This design comes from an exercise in tuning for small area and a short achievable clock period on the open sky130 flow, not from production work.
No run shown here included a check of the RTL's function; only the layout flow was run.

==> flow/design.v (outline; a module is shown in full before it is edited, if it fits) <==
// module cubic_fixed: 867 lines
// module cubic_fa: 7 lines
// module cubic_ha: 7 lines
module cubic_fixed #(
    parameter int WID     = 16,    
    parameter int FBITS   = 8      
)(
    input  logic                        clk,
    input  logic                        rst,
    input  logic signed [WID-1:0]       x,
    input  logic signed [WID-1:0]       a0,
    input  logic signed [WID-1:0]       a1,
    input  logic signed [WID-1:0]       a2,
    output logic signed [WID-1:0]       y
);
  // ...
==> flow/flow/run.sh <==
#!/bin/bash
# Standard ORFS layout (the standard.sh) with two changes:
#  - port buffers use buf_1 instead of the default delay-buffer cell;
#  - timing repair (after floorplan, CTS and global routing) aims for
#    8.5 ns of setup slack at the 15 ns clock, so the resizer sizes the
#    critical paths.  The SDC (clock period, I/O delays, load) is unchanged.
# Each ORFS step writes its own log under orfs/logs/; make's output goes to
# standard.log.
set -euo pipefail
export BUFFER_PORTS_ARGS="-buffer_cell sky130_fd_sc_hd__buf_1"
export SETUP_SLACK_MARGIN=8.5
bash standard.sh > standard.log 2>&1
==> flow/standard.sh <==
#!/bin/bash
# synth_recipe.tcl (not shown) runs the flow's synth.tcl, then flattens the netlist and writes it again
# the make line also repeats each setting of config.mk as NAME=value (left out here)
make -C /OpenROAD-flow-scripts/flow DESIGN_CONFIG=/design/flow/config.mk WORK_HOME=/design/flow/orfs CLKGATE_MAP_FILE= SYNTH_SCRIPT=/design/flow/synth_recipe.tcl "${@:-finish}"
==> flow/config.mk <==
export PLATFORM = sky130hd
export DESIGN_NAME = cubic_fixed
export DESIGN_NICKNAME = cubic_fixed
export VERILOG_FILES = /design/flow/design.v
export SDC_FILE = /design/flow/constraint.sdc
export NUM_CORES = 4
export LEC_CHECK = 0
export ABC_AREA = 1
export CAP_MARGIN = 20
export CORE_MARGIN = 2
export CORE_UTILIZATION = 40
export SLEW_MARGIN = 20
export SYNTH_HIERARCHICAL = 1
==> flow/constraint.sdc <==
create_clock -name core_clock -period 15.0 [get_ports {clk}]
set_input_delay 3.0000 -clock core_clock [delete_from_list [all_inputs] [get_ports {clk}]]
set_output_delay 3.0000 -clock core_clock [all_outputs]
set_load 0.01 [all_outputs]
==> results.txt, run 1 <==
share of the yosys chip area belonging to registers -> 10.7%
count of unresolved DRC violations after routing -> 0
start of the worst register-to-register path -> a1_s0[15]
core footprint -> 0.0592 mm2
total congestion overflow after global routing -> 0
Mapped Cells -> 3038
busiest layer in global routing -> met2
I/O pin cnt -> 82
First-pass DRT Iterations -> 5
number of rows in the core area -> 89
met3 GRT Util -> 4.22%
post-synthesis net count -> 3595
wire length of the first global-routing pass -> 114000 um
cell type contributing the most total cell area after synthesis -> sky130_fd_sc_hd__fa_1
utilization of the core after routing -> 44.0%
global-route usage over all layers -> 22.9%
family with the most delay on the worst path -> adder cells
average wire length per cell after detail routing -> 18.3 um
First DRT Iteration DRCs -> 1799
proportion of netlist area held by the largest area contributor -> 25.4%
largest register by flop count -> a0n_s0
Post-CTS Hold Buffers -> 0
Setup WS pre-CTS -> 7.73 ns
data arrival at the endpoint of the critical path -> 6.60 ns
number of distinct standard cells referenced by the synthesized netlist -> 60
synthesized-area fraction occupied by adder cells -> 35.1%
dpl hpwl -> 54300 um
met2 usage in global routing -> 35.1%
H-Tree Level Count -> 4
result of the run -> timing/DRC/antenna clean
type of element launching the critical path -> primary input
RSZ-0062 raised after global routing -> true
share of the synthesized netlist area taken by xor and xnor gates -> 15.2%
terminus of the critical flop-to-flop path -> cs_s_s1[5]
number of max-capacitance violations reported -> 0
DRT met1 WL -> 33300 um
Fillers -> 6039
Primary FF master, synth -> sky130_fd_sc_hd__dfxtp_1
multi-input combinational cell area -> 0.0197 mm2
==> run 2: changes to the inputs <==
--- a/flow/design.v
+++ b/flow/design.v
@@ -139,17 +139,17 @@
     end
     wire [3:0] xneg_hi;
     assign xneg_hi[0] = x[9]  & ~(x[8]  & x[7]);
     assign xneg_hi[1] = x[11] & ~(x[10] & x[9]);
     assign xneg_hi[2] = x[13] & ~(x[12] & x[11]);
     assign xneg_hi[3] = x[15] & ~(x[14] & x[13]);
     logic signed [16:0] a0n_s0;
     always_ff @(posedge clk)
-        a0n_s0 <= a0 + $signed({1'b0, xneg_hi[3], 1'b0, xneg_hi[2], 1'b0, xneg_hi[1], 1'b0, xneg_hi[0]});
+        a0n_s0 <= {a0[15], a0} + {10'd0, xneg_hi[3], 1'b0, xneg_hi[2], 1'b0, xneg_hi[1], 1'b0, xneg_hi[0]};
     logic [14:0] x2;
     logic [14:0] q_s0;
     logic [12:0] qn_s0;
     logic        x2sat_s0;
     always_ff @(posedge clk) begin
         q_s0     <= sq_in[22:8];
         qn_s0    <= ~sq_in[20:8];
         x2sat_s0 <= x2sat_in;
==> flow/flow/run.sh (replaced) <==
#!/bin/bash
# Standard ORFS layout (the standard.sh) with two changes:
#  - port buffers use buf_1 instead of the default delay-buffer cell;
#  - timing repair (after floorplan, CTS and global routing) aims for
#    9 ns of setup slack at the 15 ns clock, so the resizer sizes the
#    critical paths.  The SDC (clock period, I/O delays, load) is unchanged.
# Each ORFS step writes its own log under orfs/logs/; make's output goes to
# standard.log.
set -euo pipefail
export BUFFER_PORTS_ARGS="-buffer_cell sky130_fd_sc_hd__buf_1"
export SETUP_SLACK_MARGIN=9
bash standard.sh > standard.log 2>&1
==> results.txt, run 2 <==
core footprint -> 0.0592 mm2 (unchanged)
accumulated negative setup slack -> 0 ns (unchanged)
RSZ-0062 raised after global routing -> false (was true)
worst min-delay path category -> flop to flop (unchanged)
data arrival at the endpoint of the critical path -> 6.22 ns (was 6.60 ns)
cell type with the highest occurrence count on the critical path -> sky130_fd_sc_hd__nand2_1 (unchanged)
number of buffers inserted by port buffering -> 81 (unchanged)
crit-path cells -> clkbuf_4, nand2_1, inv_1, fa_2, fa_1, fa_1, ha_4, nand2_2, nor4_2, nand2_1, nand3_2, nand2_1, nand2_1, nand2_1, o211ai_1, xor2_1, inv_1 (was buf_2, nand2_1, inv_1, ha_1, fa_1, fa_1, fa_1, ha_1, nand2_1, nor4_1, nand2_1, nand3_1, nand2_1, nand2_1, nand2_1, o211ai_1, xor2_1, inv_1)
Fillers -> 5790 (was 6039)
worst hold margin -> 0.419 ns (was 0.426 ns)
number of distinct standard cells referenced by the synthesized netlist -> 60 (unchanged)
First DRT Iteration DRCs -> 1884 (was 1799)
Mapped Cells -> 3038 (unchanged)
Antenna Violating Nets Remaining -> 0 (unchanged)
number of enable flip-flop cells after synthesis -> 0 (unchanged)
time the worst path needs with I/O delays and setup -> 5.86 ns (was 6.24 ns)
global-route usage over all layers -> 23.2% (was 22.9%)
Post-CTS Hold Buffers -> 0 (unchanged)
wire length of the first global-routing pass -> 116000 um (was 114000 um)
TritonCTS Sinks -> 129 (unchanged)
share of synthesized flip-flops with an asynchronous set or reset -> 0% (unchanged)
critical path class -> primary input to flop (unchanged)
register clock-pin slew on the reported worst setup and hold paths -> 0.07 ns (was 0.06 ns)
count of vias placed by the detailed router -> 21500 (was 20800)
top cell types by occurrence after synthesis -> 548 x sky130_fd_sc_hd__nand2_1, 374 x sky130_fd_sc_hd__xor2_1, 341 x sky130_fd_sc_hd__inv_1, 305 x sky130_fd_sc_hd__fa_1, 299 x sky130_fd_sc_hd__o22ai_1 (unchanged)
number of rows in the core area -> 89 (unchanged)
Relative slew margins -> 47.8% (was 52.8%)
First-pass DRT Iterations -> 5 (unchanged)
final worst clock skew -> 0.0174 ns (was 0.0251 ns)
final hold violation count -> 0 (unchanged)
Worst Path Max Fanout -> 13 (was 16)
largest register by flop count -> a0n_s0 (unchanged)
Synth Area per Inst -> 7.92 um2 (unchanged)
maximum number of pins on one net before global-route repair -> 33 (unchanged)
element type at the critical path end -> flop (unchanged)
share of the yosys chip area belonging to registers -> 10.7% (unchanged)
max FFs per register -> 17 (unchanged)
sum of buffers and inverters on the critical path -> 3 (unchanged)
Max Clk Rate -> 171 MHz (was 160 MHz)
layout cell share with drive strength beyond 1 -> 17.0% (was 7.44%)
result of the run -> timing/DRC/antenna clean (unchanged)
Setup WS pre-CTS -> 7.90 ns (was 7.73 ns)
vertical extent of the die -> 249 um (unchanged)
family with the most delay on the worst path -> adder cells (unchanged)
Layout Cell Area excl Fill -> 0.0282 mm2 (was 0.0261 mm2)
Die ar. -> 0.0621 mm2 (unchanged)
cell at the root of the clock tree -> sky130_fd_sc_hd__clkbuf_16 (unchanged)
Worst path slowest cell -> sky130_fd_sc_hd__fa_2 (was sky130_fd_sc_hd__fa_1)
Initial Util -> 40.6% (unchanged)
final slew viol count -> 0 (unchanged)
CTS tree -> yes (unchanged)
count of unresolved DRC violations after routing -> 0 (unchanged)
average wire length per cell after detail routing -> 18.9 um (was 18.3 um)
top post-synthesis cells by area -> sky130_fd_sc_hd__fa_1 25%, sky130_fd_sc_hd__xor2_1 14%, sky130_fd_sc_hd__dfxtp_1 11%, sky130_fd_sc_hd__ha_1 9.7%, sky130_fd_sc_hd__nand2_1 8.6% (unchanged)
number of buffers added by the clock tree synthesis step -> 17 (unchanged)
proportion of netlist area held by the largest area contributor -> 25.4% (unchanged)
commonest cells after routing, fill and taps aside -> 521 x sky130_fd_sc_hd__nand2_1, 364 x sky130_fd_sc_hd__xor2_1, 312 x sky130_fd_sc_hd__inv_1, 285 x sky130_fd_sc_hd__fa_1, 280 x sky130_fd_sc_hd__o22ai_1 (was 544 x sky130_fd_sc_hd__nand2_1, 374 x sky130_fd_sc_hd__xor2_1, 330 x sky130_fd_sc_hd__inv_1, 305 x sky130_fd_sc_hd__fa_1, 299 x sky130_fd_sc_hd__o22ai_1)
number of diodes -> 0 (unchanged)
layout overhead on the synthesized area -> 17.5% (was 8.33%)
FF/Latch Area -> 0.00262 mm2 (was 0.00259 mm2)
Worst-Skew Late Latency -> 0.48 ns (about the same)
non-filler instance count after layout -> 3908 (was 3839)
total congestion overflow after global routing -> 0 (unchanged)
vias in the first global route -> 21200 (was 20800)
multi-input combinational cell area -> 0.0210 mm2 (was 0.0197 mm2)
synthesis warning total -> 7 (unchanged)
post-synthesis net count -> 3595 (unchanged)
H-Tree Level Count -> 4 (unchanged)
initial antenna violation count -> 0 (unchanged)
leading cell type in the layout, fill and taps excluded -> sky130_fd_sc_hd__nand2_1 (unchanged)
via count normalized by instance count -> 5.49 (was 5.41)
weighted congestion reported at the end of routability-driven placement -> 0.909 (was 0.912)
number of buffers between clock root and the deepest sink -> 2 (unchanged)
endpoint required time on the critical path -> 15.36 ns (about the same)
fin worst setup slack -> 9.14 ns (was 8.76 ns)
delay of the slowest cell on the worst path -> 0.58 ns (was 0.51 ns)
Horiz. Die Dim -> 249 um (unchanged)
crit share post-route -> 39.1% (was 41.6%)
most repeated cell in the gate-level netlist after synthesis -> sky130_fd_sc_hd__nand2_1 (unchanged)
synthesized flop and latch total -> 129 (unchanged)
type of element launching the critical path -> primary input (unchanged)
placed inst area -> 0.0251 mm2 (was 0.0250 mm2)
dpl hpwl -> 54700 um (was 54300 um)
Total Routed Length -> 73700 um (was 70400 um)
final-stage net count -> 3679 (was 3610)
I/O pin cnt -> 82 (unchanged)
utilization of the core after routing -> 47.7% (was 44.0%)
measured slew at the worst slew-check pin -> 0.782 ns (was 0.708 ns)
cell type contributing the most total cell area after synthesis -> sky130_fd_sc_hd__fa_1 (unchanged)
number of max-capacitance violations reported -> 0 (unchanged)
netlist area before placement -> 0.0240 mm2 (unchanged)
Primary FF master, synth -> sky130_fd_sc_hd__dfxtp_1 (unchanged)
number of placed cells counting well taps -> 3777 (was 3778)
Setup violations, final -> 0 (unchanged)
==> run 2: cell counts after synthesis <==
Identical to the previous run, type by type.
==> run 2: logic make-up (layout without fill, tap and decap cells) <==
| kind of cell | after synthesis | after routing | share of synthesized area (%) |
|---|---|---|---|
| adder cells (fa/ha/maj) | 491 | 491 | 35.1 |
| flip-flops | 129 | 129 | 10.7 |
| buffers and inverters | 501 | 593 | 8.12 |
| AO/OA/AOI/OAI | 598 | 598 | 14.8 |
| AND/OR/NAND/NOR | 903 | 908 | 16.1 |
| XOR/XNOR | 416 | 416 | 15.2 |
==> run 2: worst register-to-register path, stage by stage, from the launching register on <==
cell                         delay (ns)
sky130_fd_sc_hd__dfxtp_2           0.35
sky130_fd_sc_hd__buf_12            0.14
sky130_fd_sc_hd__ha_4              0.33
sky130_fd_sc_hd__clkinvlp_4        0.14
sky130_fd_sc_hd__buf_12            0.15
sky130_fd_sc_hd__o22ai_1           0.17
sky130_fd_sc_hd__xor2_1            0.11
sky130_fd_sc_hd__fa_1              0.41
sky130_fd_sc_hd__fa_1              0.58
sky130_fd_sc_hd__fa_1              0.45
sky130_fd_sc_hd__fa_1              0.59
sky130_fd_sc_hd__ha_4              0.24
sky130_fd_sc_hd__nand2_1           0.06
sky130_fd_sc_hd__nand2_1           0.10
sky130_fd_sc_hd__a21oi_2           0.18
sky130_fd_sc_hd__o21ai_2           0.09
sky130_fd_sc_hd__a21oi_2           0.18
sky130_fd_sc_hd__nand2_2           0.10
sky130_fd_sc_hd__nand2_1           0.07
sky130_fd_sc_hd__nand2_1           0.06
sky130_fd_sc_hd__nor2_1            0.09
sky130_fd_sc_hd__nand2_1           0.05
sky130_fd_sc_hd__nor2_1            0.13
sky130_fd_sc_hd__nand3b_1          0.08
sky130_fd_sc_hd__buf_4             0.18
sky130_fd_sc_hd__nand2_8           0.11
sky130_fd_sc_hd__nand2_1           0.09
sky130_fd_sc_hd__fa_1              0.49
==> run 2: layer usage <==
layer | vias up | global-route usage, % | part of all wire [%]
met5 | - | 0 | 0
met1 | 10300 | 32.8 | 46
met4 | 0 | 6.73 | 2.3
met2 | 872 | 35.8 | 44
li1 | 10100 | - | -
met3 | 110 | 4.79 | 8.0
==> run 2: worst paths after layout <==
kind	endpoint	cells past startpoint	slack [ns]	start
worst max-delay path	q_s0[12]	17	9.14	x[1]
worst min-delay path	rst_s1	1	0.42	rst_s0
worst max register to register	cs_s_s1[6]	27	9.15	x_s0[1]
worst min register to register	rst_s1	1	0.42	rst_s0
==> run 2: what timing repair did <==
item | 4_1_cts | 5_1_grt
endpoints found under the setup margin | 63 | 56
setup buffers | 27 | 57
resized for setup | 140 | 307
cloned | 7 | 8
pin swaps | 16 | 109
==> run 2: cell type report <==
class	instances	share of cell area, %
Timing Repair inverter	7	0.177
Tap cell	773	3.42
Inverter	353	4.97
Clock inverter	14	0.505
Clock buffer	18	1.55
Sequential cell	129	9.26
Multi-Input combinational cell	2413	74.5
Timing Repair Buffer	201	5.64
==> run 2: per-module statistics from Yosys (local to each module, per instance) <==
module       area (um2)  times used
cubic_fa           20.0         288
cubic_ha           12.5          54
cubic_fixed       17600           1
==> run 3: changes to the inputs <==
--- a/flow/config.mk
+++ b/flow/config.mk
@@ -11,3 +11,4 @@
 export CORE_UTILIZATION = 40
 export SLEW_MARGIN = 20
 export SYNTH_HIERARCHICAL = 1
+export TNS_END_PERCENT = 0
==> results.txt, run 3 <==
top cell types by occurrence after synthesis -> 548 x sky130_fd_sc_hd__nand2_1, 374 x sky130_fd_sc_hd__xor2_1, 341 x sky130_fd_sc_hd__inv_1, 305 x sky130_fd_sc_hd__fa_1, 299 x sky130_fd_sc_hd__o22ai_1 (unchanged)
number of diodes -> 0 (unchanged)
share of the yosys chip area belonging to registers -> 10.7% (unchanged)
TritonCTS Sinks -> 129 (unchanged)
RSZ-0062 raised after global routing -> true (was false)
I/O pin cnt -> 82 (unchanged)
leading cell type in the layout, fill and taps excluded -> sky130_fd_sc_hd__nand2_1 (unchanged)
H-Tree Level Count -> 4 (unchanged)
cell type contributing the most total cell area after synthesis -> sky130_fd_sc_hd__fa_1 (unchanged)
result of the run -> timing/DRC/antenna clean (unchanged)
cell at the root of the clock tree -> sky130_fd_sc_hd__clkbuf_16 (unchanged)
Setup violations, final -> 0 (unchanged)
wire length of the first global-routing pass -> 117000 um (was 116000 um)
crit share post-route -> 39.9% (was 39.1%)
netlist area before placement -> 0.0240 mm2 (unchanged)
First-pass DRT Iterations -> 6 (was 5)
vertical extent of the die -> 249 um (unchanged)
vias in the first global route -> 21300 (was 21200)
weighted congestion reported at the end of routability-driven placement -> 0.904 (was 0.909)
via count normalized by instance count -> 5.47 (was 5.49)
top post-synthesis cells by area -> sky130_fd_sc_hd__fa_1 25%, sky130_fd_sc_hd__xor2_1 14%, sky130_fd_sc_hd__dfxtp_1 11%, sky130_fd_sc_hd__ha_1 9.7%, sky130_fd_sc_hd__nand2_1 8.6% (unchanged)
non-filler instance count after layout -> 3922 (was 3908)
Relative slew margins -> 32.8% (was 47.8%)
final-stage net count -> 3693 (was 3679)
core footprint -> 0.0592 mm2 (unchanged)
post-synthesis net count -> 3595 (unchanged)
number of placed cells counting well taps -> 3776 (was 3777)
number of enable flip-flop cells after synthesis -> 0 (unchanged)
largest register by flop count -> a0n_s0 (unchanged)
number of buffers inserted by port buffering -> 81 (unchanged)
Horiz. Die Dim -> 249 um (unchanged)
maximum number of pins on one net before global-route repair -> 33 (unchanged)
Initial Util -> 40.6% (unchanged)
Antenna Violating Nets Remaining -> 0 (unchanged)
type of element launching the critical path -> flop (was primary input)
number of max-capacitance violations reported -> 0 (unchanged)
average wire length per cell after detail routing -> 18.9 um (about the same)
Worst path slowest cell -> sky130_fd_sc_hd__fa_1 (was sky130_fd_sc_hd__fa_2)
critical path class -> flop to flop (was primary input to flop)
Die ar. -> 0.0621 mm2 (unchanged)
final hold violation count -> 0 (unchanged)
commonest cells after routing, fill and taps aside -> 497 x sky130_fd_sc_hd__nand2_1, 361 x sky130_fd_sc_hd__xor2_1, 310 x sky130_fd_sc_hd__inv_1, 284 x sky130_fd_sc_hd__fa_1, 267 x sky130_fd_sc_hd__o22ai_1 (was 521 x sky130_fd_sc_hd__nand2_1, 364 x sky130_fd_sc_hd__xor2_1, 312 x sky130_fd_sc_hd__inv_1, 285 x sky130_fd_sc_hd__fa_1, 280 x sky130_fd_sc_hd__o22ai_1)
global-route usage over all layers -> 23.4% (was 23.2%)
CTS tree -> yes (unchanged)
most repeated cell in the gate-level netlist after synthesis -> sky130_fd_sc_hd__nand2_1 (unchanged)
number of distinct standard cells referenced by the synthesized netlist -> 60 (unchanged)
Max Clk Rate -> 167 MHz (was 171 MHz)
Total Routed Length -> 74200 um (was 73700 um)
placed inst area -> 0.0250 mm2 (was 0.0251 mm2)
cell type with the highest occurrence count on the critical path -> sky130_fd_sc_hd__nand2_2 (was sky130_fd_sc_hd__nand2_1)
worst min-delay path category -> flop to flop (unchanged)
First DRT Iteration DRCs -> 1745 (was 1884)
Worst-Skew Late Latency -> 0.48 ns (about the same)
register clock-pin slew on the reported worst setup and hold paths -> 0.06 ns (was 0.07 ns)
max FFs per register -> 17 (unchanged)
layout overhead on the synthesized area -> 18.4% (was 17.5%)
number of buffers between clock root and the deepest sink -> 2 (unchanged)
final worst clock skew -> 0.0212 ns (was 0.0174 ns)
count of vias placed by the detailed router -> 21500 (about the same)
synthesis warning total -> 7 (unchanged)
dpl hpwl -> 54600 um (was 54700 um)
time the worst path needs with I/O delays and setup -> 5.99 ns (was 5.86 ns)
proportion of netlist area held by the largest area contributor -> 25.4% (unchanged)
data arrival at the endpoint of the critical path -> 6.40 ns (was 6.22 ns)
delay of the slowest cell on the worst path -> 0.60 ns (was 0.58 ns)
accumulated negative setup slack -> 0 ns (unchanged)
Synth Area per Inst -> 7.92 um2 (unchanged)
element type at the critical path end -> flop (unchanged)
share of synthesized flip-flops with an asynchronous set or reset -> 0% (unchanged)
Mapped Cells -> 3038 (unchanged)
final slew viol count -> 0 (unchanged)
synthesized flop and latch total -> 129 (unchanged)
count of unresolved DRC violations after routing -> 0 (unchanged)
number of buffers added by the clock tree synthesis step -> 17 (unchanged)
Worst Path Max Fanout -> 8 (was 13)
Layout Cell Area excl Fill -> 0.0285 mm2 (was 0.0282 mm2)
total congestion overflow after global routing -> 0 (unchanged)
family with the most delay on the worst path -> adder cells (unchanged)
flop2flop setup slack -> 9.01 ns (was 9.15 ns)
initial antenna violation count -> 0 (unchanged)
crit-path cells -> ha_4, clkinvlp_4, buf_6, buf_4, o22ai_2, xor2_1, fa_2, fa_2, fa_1, fa_1, ha_4, nand2_2, nand2_2, nand2_2, nand2_1, o21bai_2, a21oi_2, nand3_1, a21oi_1, nand2_1, nand3b_1, nand2_4, nand2_2, fa_1 (was clkbuf_4, nand2_1, inv_1, fa_2, fa_1, fa_1, ha_4, nand2_2, nor4_2, nand2_1, nand3_2, nand2_1, nand2_1, nand2_1, o211ai_1, xor2_1, inv_1)
layout cell share with drive strength beyond 1 -> 18.6% (was 17.0%)
measured slew at the worst slew-check pin -> 1.01 ns (was 0.782 ns)
endpoint required time on the critical path -> 15.41 ns (was 15.36 ns)
number of rows in the core area -> 89 (unchanged)
Primary FF master, synth -> sky130_fd_sc_hd__dfxtp_1 (unchanged)
sum of buffers and inverters on the critical path -> 3 (unchanged)
run 3: final cells by class:
class	count	area, um2
Inverter	353	1400
Multi-Input combinational cell	2413	21200
Timing Repair Buffer	215	1650
Fill cell	5802	30800
Tap cell	773	967
Clock inverter	14	141
Timing Repair inverter	7	50.0
Clock buffer	18	439
Sequential cell	129	2610
run 3: kinds of logic after synthesis:
kind of cell,after synthesis,synth area share [%]
AO/OA/AOI/OAI,598,14.8
XOR/XNOR,416,15.2
adder cells (fa/ha/maj),491,35.1
buffers and inverters,501,8.12
flip-flops,129,10.7
AND/OR/NAND/NOR,903,16.1
run 3: what timing repair did:
action / 4_1_cts / 5_1_grt
pin swaps: 9 / 125
endpoints found under the setup margin: 63 / 58
gates cloned: 6 / 8
resized for setup: 119 / 357
hold buffers: 0 / 0
buffers inserted: 28 / 72
run 3: worst paths after layout:
kind / end / from / cells past startpoint
worst max register to register: cs_s_s1[5] / x_s0[3] / 24
worst min register to register: rst_s1 / rst_s0 / 1
worst max-delay path: cs_s_s1[5] / x_s0[3] / 24
worst min-delay path: rst_s1 / rst_s0 / 1
run 3: Yosys stat by module (local to each module, per instance):
module | times used | cell area, um2
cubic_fa | 288 | 20.0
cubic_fixed | 1 | 17600
cubic_ha | 54 | 12.5
run 3: metal layers:
| layer | up-vias | routed length [um] | track usage, % |
|---|---|---|---|
| met5 | - | 0 | 0 |
| met4 | 0 | 1780 | 6.66 |
| met3 | 101 | 6000 | 4.14 |
| met2 | 875 | 32600 | 36.1 |
| met1 | 10300 | 33800 | 33.5 |
| li1 | 10200 | - | - |
run 3: worst register-to-register path: cells and delay by family, from the launching register on:
kind,cells,cell delay (ns)
buf+inv,3,0.52
xor+xnor,1,0.23
simple gates,9,1.12
compound gates,4,0.70
flops,1,0.37
fa+ha+maj,7,3.00
run 3: per-stage QoR:
step	hold slack [ns]	utilization [%]	setup WS (ns)
after CTS	0.424	44.4	8.98
after detailed placement	0.404	42.3	7.94
after global routing	0.431	48.1	8.82
final	0.419	48.1	9.01
after global placement	0.407	42.3	7.90
after floorplan	0.392	-	8.82
==> run 4: changes to the inputs <==
==> flow/flow/run.sh (replaced) <==
#!/bin/bash
# Standard ORFS layout (the standard.sh) with two changes:
#  - port buffers use buf_1 instead of the default delay-buffer cell;
#  - timing repair (after floorplan, CTS and global routing) aims for
#    9.5 ns of setup slack at the 15 ns clock, so the resizer sizes the
#    critical paths.  The SDC (clock period, I/O delays, load) is unchanged.
# Each ORFS step writes its own log under orfs/logs/; make's output goes to
# standard.log.
set -euo pipefail
export BUFFER_PORTS_ARGS="-buffer_cell sky130_fd_sc_hd__buf_1"
export SETUP_SLACK_MARGIN=9.5
bash standard.sh > standard.log 2>&1
--- a/flow/config.mk
+++ b/flow/config.mk
@@ -11,4 +11,3 @@
 export CORE_UTILIZATION = 40
 export SLEW_MARGIN = 20
 export SYNTH_HIERARCHICAL = 1
-export TNS_END_PERCENT = 0
==> results.txt, run 4 <==
I/O pin cnt -> 82 (unchanged)
share of the yosys chip area belonging to registers -> 10.7% (unchanged)
proportion of netlist area held by the largest area contributor -> 25.4% (unchanged)
weighted congestion reported at the end of routability-driven placement -> 0.891 (was 0.904)
First-pass DRT Iterations -> 6 (unchanged)
Die ar. -> 0.0621 mm2 (unchanged)
accumulated negative setup slack -> 0 ns (unchanged)
netlist area before placement -> 0.0240 mm2 (unchanged)
endpoint required time on the critical path -> 15.37 ns (was 15.41 ns)
RSZ-0062 raised after global routing -> true (unchanged)
worst r2r path cells -> 26 (was 24)
global-route usage over all layers -> 24.4% (was 23.4%)
First DRT Iteration DRCs -> 1956 (was 1745)
startpoint of the worst hold path -> rst_s0 (unchanged)
vias in the first global route -> 22300 (was 21300)
leading cell type in the layout, fill and taps excluded -> sky130_fd_sc_hd__nand2_1 (unchanged)
Total Routed Length -> 78000 um (was 74200 um)
number of rows in the core area -> 89 (unchanged)
Max Clk Rate -> 174 MHz (was 167 MHz)
top cell types by occurrence after synthesis -> 548 x sky130_fd_sc_hd__nand2_1, 374 x sky130_fd_sc_hd__xor2_1, 341 x sky130_fd_sc_hd__inv_1, 305 x sky130_fd_sc_hd__fa_1, 299 x sky130_fd_sc_hd__o22ai_1 (unchanged)
core footprint -> 0.0592 mm2 (unchanged)
Synth Area per Inst -> 7.92 um2 (unchanged)
most repeated cell in the gate-level netlist after synthesis -> sky130_fd_sc_hd__nand2_1 (unchanged)
data arrival at the endpoint of the critical path -> 6.13 ns (was 6.40 ns)
number of enable flip-flop cells after synthesis -> 0 (unchanged)
number of diodes -> 0 (unchanged)
maximum number of pins on one net before global-route repair -> 33 (unchanged)
Setup WS pre-CTS -> 8.16 ns (was 7.94 ns)
total congestion overflow after global routing -> 0 (unchanged)
vertical extent of the die -> 249 um (unchanged)
Relative slew margins -> 37.7% (was 32.8%)
synthesized flop and latch total -> 129 (unchanged)
final worst clock skew -> 0.0188 ns (was 0.0212 ns)
max FFs per register -> 17 (unchanged)
cell type contributing the most total cell area after synthesis -> sky130_fd_sc_hd__fa_1 (unchanged)
measured slew at the worst slew-check pin -> 0.934 ns (was 1.01 ns)
element type at the critical path end -> flop (unchanged)
number of buffers between clock root and the deepest sink -> 2 (unchanged)
via count normalized by instance count -> 5.52 (was 5.47)
average wire length per cell after detail routing -> 19.2 um (was 18.9 um)
result of the run -> timing/DRC/antenna clean (unchanged)
Horiz. Die Dim -> 249 um (unchanged)
Initial Util -> 40.6% (unchanged)
Worst-Skew Late Latency -> 0.49 ns (was 0.48 ns)
final-stage net count -> 3830 (was 3693)
FF/Latch Area -> 0.00264 mm2 (was 0.00261 mm2)
start of the worst register-to-register path -> x_s0[13] (was x_s0[3])
Antenna Violating Nets Remaining -> 0 (unchanged)
worst hold margin -> 0.421 ns (was 0.419 ns)
fin worst setup slack -> 9.24 ns (was 9.01 ns)
Worst Path Max Fanout -> 4 (was 8)
post-synthesis net count -> 3595 (unchanged)
wire length of the first global-routing pass -> 122000 um (was 117000 um)
number of placed cells counting well taps -> 3767 (was 3776)
H-Tree Level Count -> 4 (unchanged)
critical path class -> primary input to flop (was flop to flop)
TritonCTS Sinks -> 129 (unchanged)
Setup violations, final -> 0 (unchanged)
cell at the root of the clock tree -> sky130_fd_sc_hd__clkbuf_16 (unchanged)
top post-synthesis cells by area -> sky130_fd_sc_hd__fa_1 25%, sky130_fd_sc_hd__xor2_1 14%, sky130_fd_sc_hd__dfxtp_1 11%, sky130_fd_sc_hd__ha_1 9.7%, sky130_fd_sc_hd__nand2_1 8.6% (unchanged)
register clock-pin slew on the reported worst setup and hold paths -> 0.06 ns (about the same)
number of buffers inserted by port buffering -> 81 (unchanged)
time the worst path needs with I/O delays and setup -> 5.76 ns (was 5.99 ns)
number of distinct standard cells referenced by the synthesized netlist -> 60 (unchanged)
Mapped Cells -> 3038 (unchanged)
critical path launch point -> x[11] (was x_s0[3])
largest register by flop count -> a0n_s0 (unchanged)
initial antenna violation count -> 0 (unchanged)
Primary FF master, synth -> sky130_fd_sc_hd__dfxtp_1 (unchanged)
dpl hpwl -> 53700 um (was 54600 um)
non-filler instance count after layout -> 4059 (was 3922)
crit share post-route -> 38.4% (was 39.9%)
Fillers -> 5322 (was 5802)
share of synthesized flip-flops with an asynchronous set or reset -> 0% (unchanged)
multi-input combinational cell area -> 0.0225 mm2 (was 0.0212 mm2)
count of unresolved DRC violations after routing -> 0 (unchanged)
worst min-delay path category -> flop to flop (unchanged)
final slew viol count -> 0 (unchanged)
WHS Path Cells -> 1 (unchanged)
number of buffers added by the clock tree synthesis step -> 17 (unchanged)
layout cell share with drive strength beyond 1 -> 30.0% (was 18.6%)
number of max-capacitance violations reported -> 0 (unchanged)
synthesis warning total -> 7 (unchanged)
commonest cells after routing, fill and taps aside -> 427 x sky130_fd_sc_hd__nand2_1, 353 x sky130_fd_sc_hd__xor2_1, 275 x sky130_fd_sc_hd__inv_1, 247 x sky130_fd_sc_hd__o22ai_1, 246 x sky130_fd_sc_hd__fa_1 (was 497 x sky130_fd_sc_hd__nand2_1, 361 x sky130_fd_sc_hd__xor2_1, 310 x sky130_fd_sc_hd__inv_1, 284 x sky130_fd_sc_hd__fa_1, 267 x sky130_fd_sc_hd__o22ai_1)
final hold violation count -> 0 (unchanged)
layout overhead on the synthesized area -> 31.2% (was 18.4%)
type of element launching the critical path -> primary input (was flop)
CTS tree -> yes (unchanged)
count of vias placed by the detailed router -> 22400 (was 21500)
==> run 4: what timing repair did <==
action | CTS | global route
gates cloned | 16 | 6
pin swaps | 168 | 153
hold buffers | 0 | 0
resized for setup | 520 | 279
setup buffers | 168 | 70
setup endpoints to repair | 75 | 63
==> run 4: metal layers <==
metal / up-vias / part of all wire [%] / track usage, %
met1: 10800 / 44 / 33.6
met3: 165 / 7.8 / 4.44
met2: 1002 / 46 / 38.4
li1: 10500 / - / -
met5: - / 0 / 0
met4: 0 / 2.9 / 8.71
==> run 4: worst paths after layout <==
| check | to | slack [ns] |
|---|---|---|
| worst max-delay path | q_s0[13] | 9.24 |
| worst max register to register | cs_s_s1[11] | 9.26 |
| worst min register to register | rst_s1 | 0.42 |
| worst min-delay path | rst_s1 | 0.42 |
==> run 4: cells by family (layout without fill, tap and decap cells) <==
group	after synthesis	count (layout)	share of synthesized area [%]
AND/OR/NAND/NOR	903	909	16.1
adder cells (fa/ha/maj)	491	491	35.1
flip-flops	129	129	10.7
XOR/XNOR	416	416	15.2
AO/OA/AOI/OAI	598	598	14.8
buffers and inverters	501	743	8.12
==> run 4: final cells by class <==
type	count	share of cell area, %
clock buffers	18	1.39
multi-input cells	2414	71.2
repair buffers	354	10.7
repair inverters	4	0.0872
well taps	773	3.06
clock inverters	14	0.603
flip-flops and latches	129	8.36
inverters	353	4.57
==> run 4: per-module statistics from Yosys (local to each module, per instance) <==
module	cell area, um2	times used	cells inside
cubic_fixed	17600	1	2696
cubic_fa	20.0	288	1
cubic_ha	12.5	54	1
==> run 4: worst max-delay path: stages <==
cell	delay [ns]
sky130_fd_sc_hd__buf_12	0.11
sky130_fd_sc_hd__nand2_4	0.05
sky130_fd_sc_hd__inv_2	0.04
sky130_fd_sc_hd__ha_4	0.20
sky130_fd_sc_hd__fa_2	0.34
sky130_fd_sc_hd__fa_1	0.50
sky130_fd_sc_hd__fa_1	0.57
sky130_fd_sc_hd__ha_4	0.22
sky130_fd_sc_hd__buf_6	0.12
sky130_fd_sc_hd__a211oi_4	0.22
sky130_fd_sc_hd__nand3_2	0.14
sky130_fd_sc_hd__nand2_2	0.09
sky130_fd_sc_hd__nand2_2	0.07
sky130_fd_sc_hd__nand2_2	0.07
sky130_fd_sc_hd__o211ai_1	0.11
sky130_fd_sc_hd__nand2_1	0.12
sky130_fd_sc_hd__nand2_1	0.06
sky130_fd_sc_hd__nand2_1	0.05
sky130_fd_sc_hd__nand2_1	0.04
==> run 4: per-stage QoR <==
stage                     cell area (um2)  util (%)
final                               31600      53.3
after global routing                31600      53.3
after CTS                           29700      50.1
after detailed placement            25200      42.6
after global placement              25200      42.6
after floorplan                     24500         -

what the ideal ports hide:
How much do the figures lean on ideal ports? The routed layouts below were timed once more, with nothing changed but the port constraints.
Step 1 (the two cells are an assumption about what drives the block):
set clk [get_ports {clk}]
set_driving_cell -lib_cell sky130_fd_sc_hd__clkbuf_16 $clk
set_driving_cell -lib_cell sky130_fd_sc_hd__buf_2 [delete_from_list [all_inputs] $clk]
Step 2 also shifts input and output timing later by t, the mid clock arrival at the registers, as if the neighbouring blocks saw the same clock.
a / b / c = no drivers / after step 1 / after step 2; a / b = the first two.
run | t, ns | slack for setup (ns) | latest minus earliest clock arrival (ns) | worst slew at a driven data input, ns
run 1 | 0.533 | 8.761 / 8.794 / 8.261 | 0.025 / 0.026 | 0.05
run 2 | 0.530 | 9.141 / 9.147 / 8.637 | 0.017 / 0.017 | 0.06
run 3 | 0.530 | 9.010 / 9.010 / 8.545 | 0.021 / 0.022 | 0.04
run 4 | 0.532 | 9.238 / 9.233 / 8.707 | 0.019 / 0.019 | 0.09
After both steps setup and hold are still met in every run listed. For run 4, which loses most, drivers alone change the setup slack by -0.005 ns; drivers and shift together by -0.531 ns.
